This is an optimization exercise on Yosys and OpenROAD, whose aim is small area, not a production implementation.
The RTL was checked by simulation tests, not by an equivalence proof against the original design.
Power and IR drop assume default switching activity.

## run A
## IPF
module IPF ( clk, reset, in_en, din, ipf_type, ipf_band_pos, ipf_wo_class, ipf_offset, lcu_x, lcu_y, lcu_size, busy, out_en, dout, dout_addr, finish);
    input   clk;
    input   reset;
    input   in_en;
    input   [7:0]  din;
    input   [1:0]  ipf_type;
    input   [4:0]  ipf_band_pos;
    input          ipf_wo_class;
    input   [15:0] ipf_offset;
    input   [2:0]  lcu_x;
    input   [2:0]  lcu_y;
    input   [1:0]  lcu_size;
    output busy;
    output finish;
    output out_en;
    output [7:0] dout;
    output [13:0] dout_addr;
    reg [1:0] size;
    always @(posedge clk) size <= lcu_size;
    wire s16 = (size == 2'd0);
    wire s32 = (size == 2'd1);
    reg [6:0] ox, oy;
    reg started, fin;
    wire [6:0] mask = s16 ? 7'h0f : s32 ? 7'h1f : 7'h3f;
    wire col_end  = &(ox | ~mask);
    wire col_zero = ~(|(ox & mask));
    wire row_end  = &(oy | ~mask);
    wire row_pen  = &(oy | ~mask | 7'd1) & ~oy[0];
    wire row_zero = ~(|(oy & mask));
    wire n_col_zero = col_end;
    wire n_col_one  = col_zero;
    wire n_row_end  = col_end ? row_pen : row_end;
    wire n_row_zero = col_end ? row_end : row_zero;
  ...
Size: about 1500 cells after synthesis, roughly 68 I/O pins, ~24000 um^2 of cells after synthesis.
==> flow/config.mk <==
export PLATFORM = sky130hd
export DESIGN_NAME = IPF
export DESIGN_NICKNAME = IPF
export VERILOG_FILES = /design/flow/design.v
export SDC_FILE = /design/flow/constraint.sdc
export NUM_CORES = 4
export LEC_CHECK = 0
export ABC_AREA = 1
export CAP_MARGIN = 20
export CORE_MARGIN = 2
export CORE_UTILIZATION = 70
export CTS_BUF_LIST = sky130_fd_sc_hd__clkbuf_4 sky130_fd_sc_hd__clkbuf_8
export CTS_CLUSTER_DIAMETER = 45
export CTS_CLUSTER_SIZE = 16
export PLACE_DENSITY = 0.8
export SLEW_MARGIN = 20
==> flow/constraint.sdc <==
create_clock -name core_clock -period 10.0 [get_ports {clk}]
set_input_delay 2.0000 -clock core_clock [delete_from_list [all_inputs] [get_ports {clk}]]
set_output_delay 2.0000 -clock core_clock [all_outputs]
set_load 0.01 [all_outputs]
standard.sh (not shown) runs the stock make flow with config.mk's settings and CLKGATE_MAP_FILE= SYNTH_SCRIPT=/design/flow/synth_recipe.tcl, a recipe that flattens the netlist after the stock synthesis.
==> flow/flow/run.sh <==
#!/bin/bash
# Layout flow: the standard flow (standard.sh) with two changes:
#  - after the standard synthesis, its combinational logic is re-mapped by
#    ABC's default script (flow/remap.tcl); the flip-flops are left as they
#    are and checked to be identical, else the standard netlist is kept;
#  - the port buffers use the smallest buffer cell (buf_1);
#  - clock tree synthesis inserts no dummy loads.
# Each tool's output goes to a log file in this folder; ORFS also keeps its
# per-step logs under orfs/logs.
set -euo pipefail
export BUFFER_PORTS_ARGS="-buffer_cell sky130_fd_sc_hd__buf_1"
export CTS_ARGS="-sink_clustering_enable -repair_clock_nets -sink_clustering_size 30 -sink_clustering_max_diameter 40 -buf_list {sky130_fd_sc_hd__clkbuf_16} -dont_use_dummy_load"

bash standard.sh synth > synth.log 2>&1

res=orfs/results/$FLOW_PLATFORM/IPF/base
cp $res/1_2_yosys.v standard_synth.v
IN_V=standard_synth.v OUT_V=remapped.v yosys -c flow/remap.tcl > remap.log 2>&1 || true

flops() { grep -oE '^ *sky130_fd_sc_hd__(df|ed|sd)[a-z0-9_]+ [^ ]+' "$1" | sort; }
if [ -s remapped.v ] && [ "$(flops standard_synth.v | wc -l)" -gt 0 ] && \
   cmp -s <(flops standard_synth.v) <(flops remapped.v); then
  echo "re-mapped netlist used; flip-flops identical: $(flops remapped.v | wc -l)" > remap_check.log
  cp remapped.v $res/1_2_yosys.v
  touch $res/1_2_yosys.v
else
  echo "re-mapping failed or changed flip-flops; standard netlist kept" > remap_check.log
fi

bash standard.sh > flow.log 2>&1
Other scripts of this flow, unchanged in this note and not shown: flow/flow/remap.tcl
[inputs] run B vs run A
--- a/flow/flow/run.sh
+++ b/flow/flow/run.sh
@@ -10,5 +10,5 @@
 set -euo pipefail
 export BUFFER_PORTS_ARGS="-buffer_cell sky130_fd_sc_hd__buf_1"
-export CTS_ARGS="-sink_clustering_enable -repair_clock_nets -sink_clustering_size 30 -sink_clustering_max_diameter 40 -buf_list {sky130_fd_sc_hd__clkbuf_16} -dont_use_dummy_load"
+export CTS_ARGS="-sink_clustering_enable -repair_clock_nets -sink_clustering_size 20 -sink_clustering_max_diameter 35 -buf_list {sky130_fd_sc_hd__clkbuf_4 sky130_fd_sc_hd__clkbuf_8} -dont_use_dummy_load"
 
 bash standard.sh synth > synth.log 2>&1
--- a/flow/config.mk
+++ b/flow/config.mk
@@ -9,8 +9,8 @@
 export CAP_MARGIN = 20
 export CORE_MARGIN = 2
-export CORE_UTILIZATION = 70
+export CORE_UTILIZATION = 78
 export CTS_BUF_LIST = sky130_fd_sc_hd__clkbuf_4 sky130_fd_sc_hd__clkbuf_8
-export CTS_CLUSTER_DIAMETER = 45
-export CTS_CLUSTER_SIZE = 16
-export PLACE_DENSITY = 0.8
+export CTS_CLUSTER_DIAMETER = 35
+export CTS_CLUSTER_SIZE = 20
+export PLACE_DENSITY = 0.88
 export SLEW_MARGIN = 20
Results
Run B can be clocked slower than run A.
Capture point of the worst path = la[1][7]: run B; capture point of the worst path = dout_r[6]: run A
Where routed wire length is concerned, run A is better than run B.
Changes observed in run B relative to run A: starting density of the core increased 7.5 points; total power decreased 0.52 mW; post-synthesis cell area essentially unchanged.
As of run B, well-tap cell count had fallen by more than 10% compared to run A.
The average wire per cell in the routed design of run B exceeds that of run A by about 6%.
> inputs changed (run B -> run C)
--- a/flow/flow/run.sh
+++ b/flow/flow/run.sh
@@ -10,5 +10,5 @@
 set -euo pipefail
 export BUFFER_PORTS_ARGS="-buffer_cell sky130_fd_sc_hd__buf_1"
-export CTS_ARGS="-sink_clustering_enable -repair_clock_nets -sink_clustering_size 20 -sink_clustering_max_diameter 35 -buf_list {sky130_fd_sc_hd__clkbuf_4 sky130_fd_sc_hd__clkbuf_8} -dont_use_dummy_load"
+export CTS_ARGS="-sink_clustering_enable -repair_clock_nets -sink_clustering_size 22 -sink_clustering_max_diameter 45 -buf_list {sky130_fd_sc_hd__clkbuf_4 sky130_fd_sc_hd__clkbuf_8} -dont_use_dummy_load"
 
 bash standard.sh synth > synth.log 2>&1
--- a/flow/config.mk
+++ b/flow/config.mk
@@ -9,8 +9,8 @@
 export CAP_MARGIN = 20
 export CORE_MARGIN = 2
-export CORE_UTILIZATION = 78
+export CORE_UTILIZATION = 70
 export CTS_BUF_LIST = sky130_fd_sc_hd__clkbuf_4 sky130_fd_sc_hd__clkbuf_8
-export CTS_CLUSTER_DIAMETER = 35
-export CTS_CLUSTER_SIZE = 20
-export PLACE_DENSITY = 0.88
+export CTS_CLUSTER_DIAMETER = 45
+export CTS_CLUSTER_SIZE = 16
+export PLACE_DENSITY = 0.8
 export SLEW_MARGIN = 20
==> run summary <==
Run C vs run B — total placed cells including tap cells climbed by a few percent. Going from run B to run C, the delay of the slowest critical-path stage was found to have gone down by 0.09 ns. Compare run C and run B | relative contribution of the clock network to total power lower: run C.
Edits applied to the flow inputs when going from run C to run D:
--- a/flow/flow/run.sh
+++ b/flow/flow/run.sh
@@ -4,11 +4,9 @@
 #    ABC's default script (flow/remap.tcl); the flip-flops are left as they
 #    are and checked to be identical, else the standard netlist is kept;
-#  - the port buffers use the smallest buffer cell (buf_1);
-#  - clock tree synthesis inserts no dummy loads.
+#  - the port buffers use the smallest buffer cell (buf_1).
 # Each tool's output goes to a log file in this folder; ORFS also keeps its
 # per-step logs under orfs/logs.
 set -euo pipefail
 export BUFFER_PORTS_ARGS="-buffer_cell sky130_fd_sc_hd__buf_1"
-export CTS_ARGS="-sink_clustering_enable -repair_clock_nets -sink_clustering_size 22 -sink_clustering_max_diameter 45 -buf_list {sky130_fd_sc_hd__clkbuf_4 sky130_fd_sc_hd__clkbuf_8} -dont_use_dummy_load"
 
 bash standard.sh synth > synth.log 2>&1
==> run summary <==
Detailed route, run D vs run C: via total higher for run D
Run D vs. run C: number of cells in the finished layout apart from fillers went up, clock period minus final worst setup slack went up 0.014 ns.
met3 capacity usage during global routing is lower on run C
NOTE: ratio of cells with drive above 1 in the final layout in run D exceeds that of run C
Sequential share of layout area is higher on run C
Changes observed in run D relative to run C: final-layout setup total negative slack did not really move, number of buffers inserted by post-CTS setup repair did not really move, transition time at the pin with the least slew margin climbed 0.012 ns, post-route worst setup slack -0.013 ns.
The following lists how run E was set up differently from run D:
--- a/flow/flow/run.sh
+++ b/flow/flow/run.sh
@@ -4,9 +4,11 @@
 #    ABC's default script (flow/remap.tcl); the flip-flops are left as they
 #    are and checked to be identical, else the standard netlist is kept;
-#  - the port buffers use the smallest buffer cell (buf_1).
+#  - the port buffers use the smallest buffer cell (buf_1);
+#  - clock tree synthesis inserts no dummy loads.
 # Each tool's output goes to a log file in this folder; ORFS also keeps its
 # per-step logs under orfs/logs.
 set -euo pipefail
 export BUFFER_PORTS_ARGS="-buffer_cell sky130_fd_sc_hd__buf_1"
+export CTS_ARGS="-sink_clustering_enable -repair_clock_nets -sink_clustering_size 10 -sink_clustering_max_diameter 30 -buf_list {sky130_fd_sc_hd__clkbuf_4} -dont_use_dummy_load"
 
 bash standard.sh synth > synth.log 2>&1
### Flow results
- Run E -> run D: total congestion overflow after global routing delta 0, exact match
- There was hardly any difference in global-route usage over all layers between run E and run D.
- Run E -> run D: count of multi-input combinational gates delta 0, exact match
- Looking only at slack of the worst reg-to-reg path, and setting everything else aside, the lower value of run E and run D goes to run E.
- For the share of post-route cells with drive strength above 1, run E came in 2.4 points higher than run D did.
- Sort run E and run D by mean number of vias per cell desc -> top: run E
- In the final reports, the cell area of run E is smaller than that of run D.
- Relative to run D, core utilization decreased by 0.64 points in run E.
## Diff of input files: run F against run E
--- a/flow/flow/run.sh
+++ b/flow/flow/run.sh
@@ -10,5 +10,5 @@
 set -euo pipefail
 export BUFFER_PORTS_ARGS="-buffer_cell sky130_fd_sc_hd__buf_1"
-export CTS_ARGS="-sink_clustering_enable -repair_clock_nets -sink_clustering_size 10 -sink_clustering_max_diameter 30 -buf_list {sky130_fd_sc_hd__clkbuf_4} -dont_use_dummy_load"
+export CTS_ARGS="-sink_clustering_enable -repair_clock_nets -sink_clustering_size 16 -sink_clustering_max_diameter 45 -buf_list {sky130_fd_sc_hd__clkbuf_4 sky130_fd_sc_hd__clkbuf_8} -dont_use_dummy_load"
 
 bash standard.sh synth > synth.log 2>&1
## What came out
- Run F finished all stages; the layout is clean.
- | total global-route track usage | run E vs run F | ≈ equal |
- Diff run F and run E: clock period minus worst slack lower in run E
- Run F against run E: number of multi-input combinational cells saw little to no change, final hold slack saw an increase, final cell count saw a decrease, number of nets at the end of the flow saw a decrease.
- Summary: worst setup slack, run F worse than run E
- Clock-buffer cell count: higher on run E
- Run F consumes more power than run E does.
- On wire length of the first global-routing pass, run E loses to run F.

[separate check: timing with driven ports]
The flow's constraints put no driver on any port. The routed layouts listed below were extracted and timed again, unchanged, in two steps. Step 1: set_driving_cell puts a clkbuf_16 on clk and a buf_2 on each other input, an assumption about the parent block. Step 2 times the ports against the registers' clock, not the clock port: input delays grow and output delays shrink by t, the midpoint of the rising clock arrivals with the driver on. Three values: no drivers, after step 1, after step 2; two values: the first two.
run | t (ns) | setup WS [ns] | worst setup path after step 2 | latest minus earliest clock arrival (ns) | cell pins on the clock port's net
run A | 0.612 | 1.850 / 1.841 / 1.229 | input to register | 0.058 / 0.058 | 1
run B | 0.674 | 1.652 / 1.637 / 0.962 | input to register | 0.091 / 0.091 | 1
run C | 0.683 | 1.983 / 1.973 / 1.290 | input to register | 0.093 / 0.093 | 1
run D | 0.681 | 1.969 / 1.957 / 1.276 | input to register | 0.021 / 0.022 | 1
run E | 0.808 | 2.088 / 2.074 / 1.266 | input to register | 0.082 / 0.082 | 1
run F | 0.657 | 1.968 / 1.958 / 1.300 | input to register | 0.063 / 0.063 | 1
After both steps every run listed still meets setup and hold. The setup slack of run E, which loses most, moves by -0.014 ns with the drivers and by -0.822 ns with both steps.
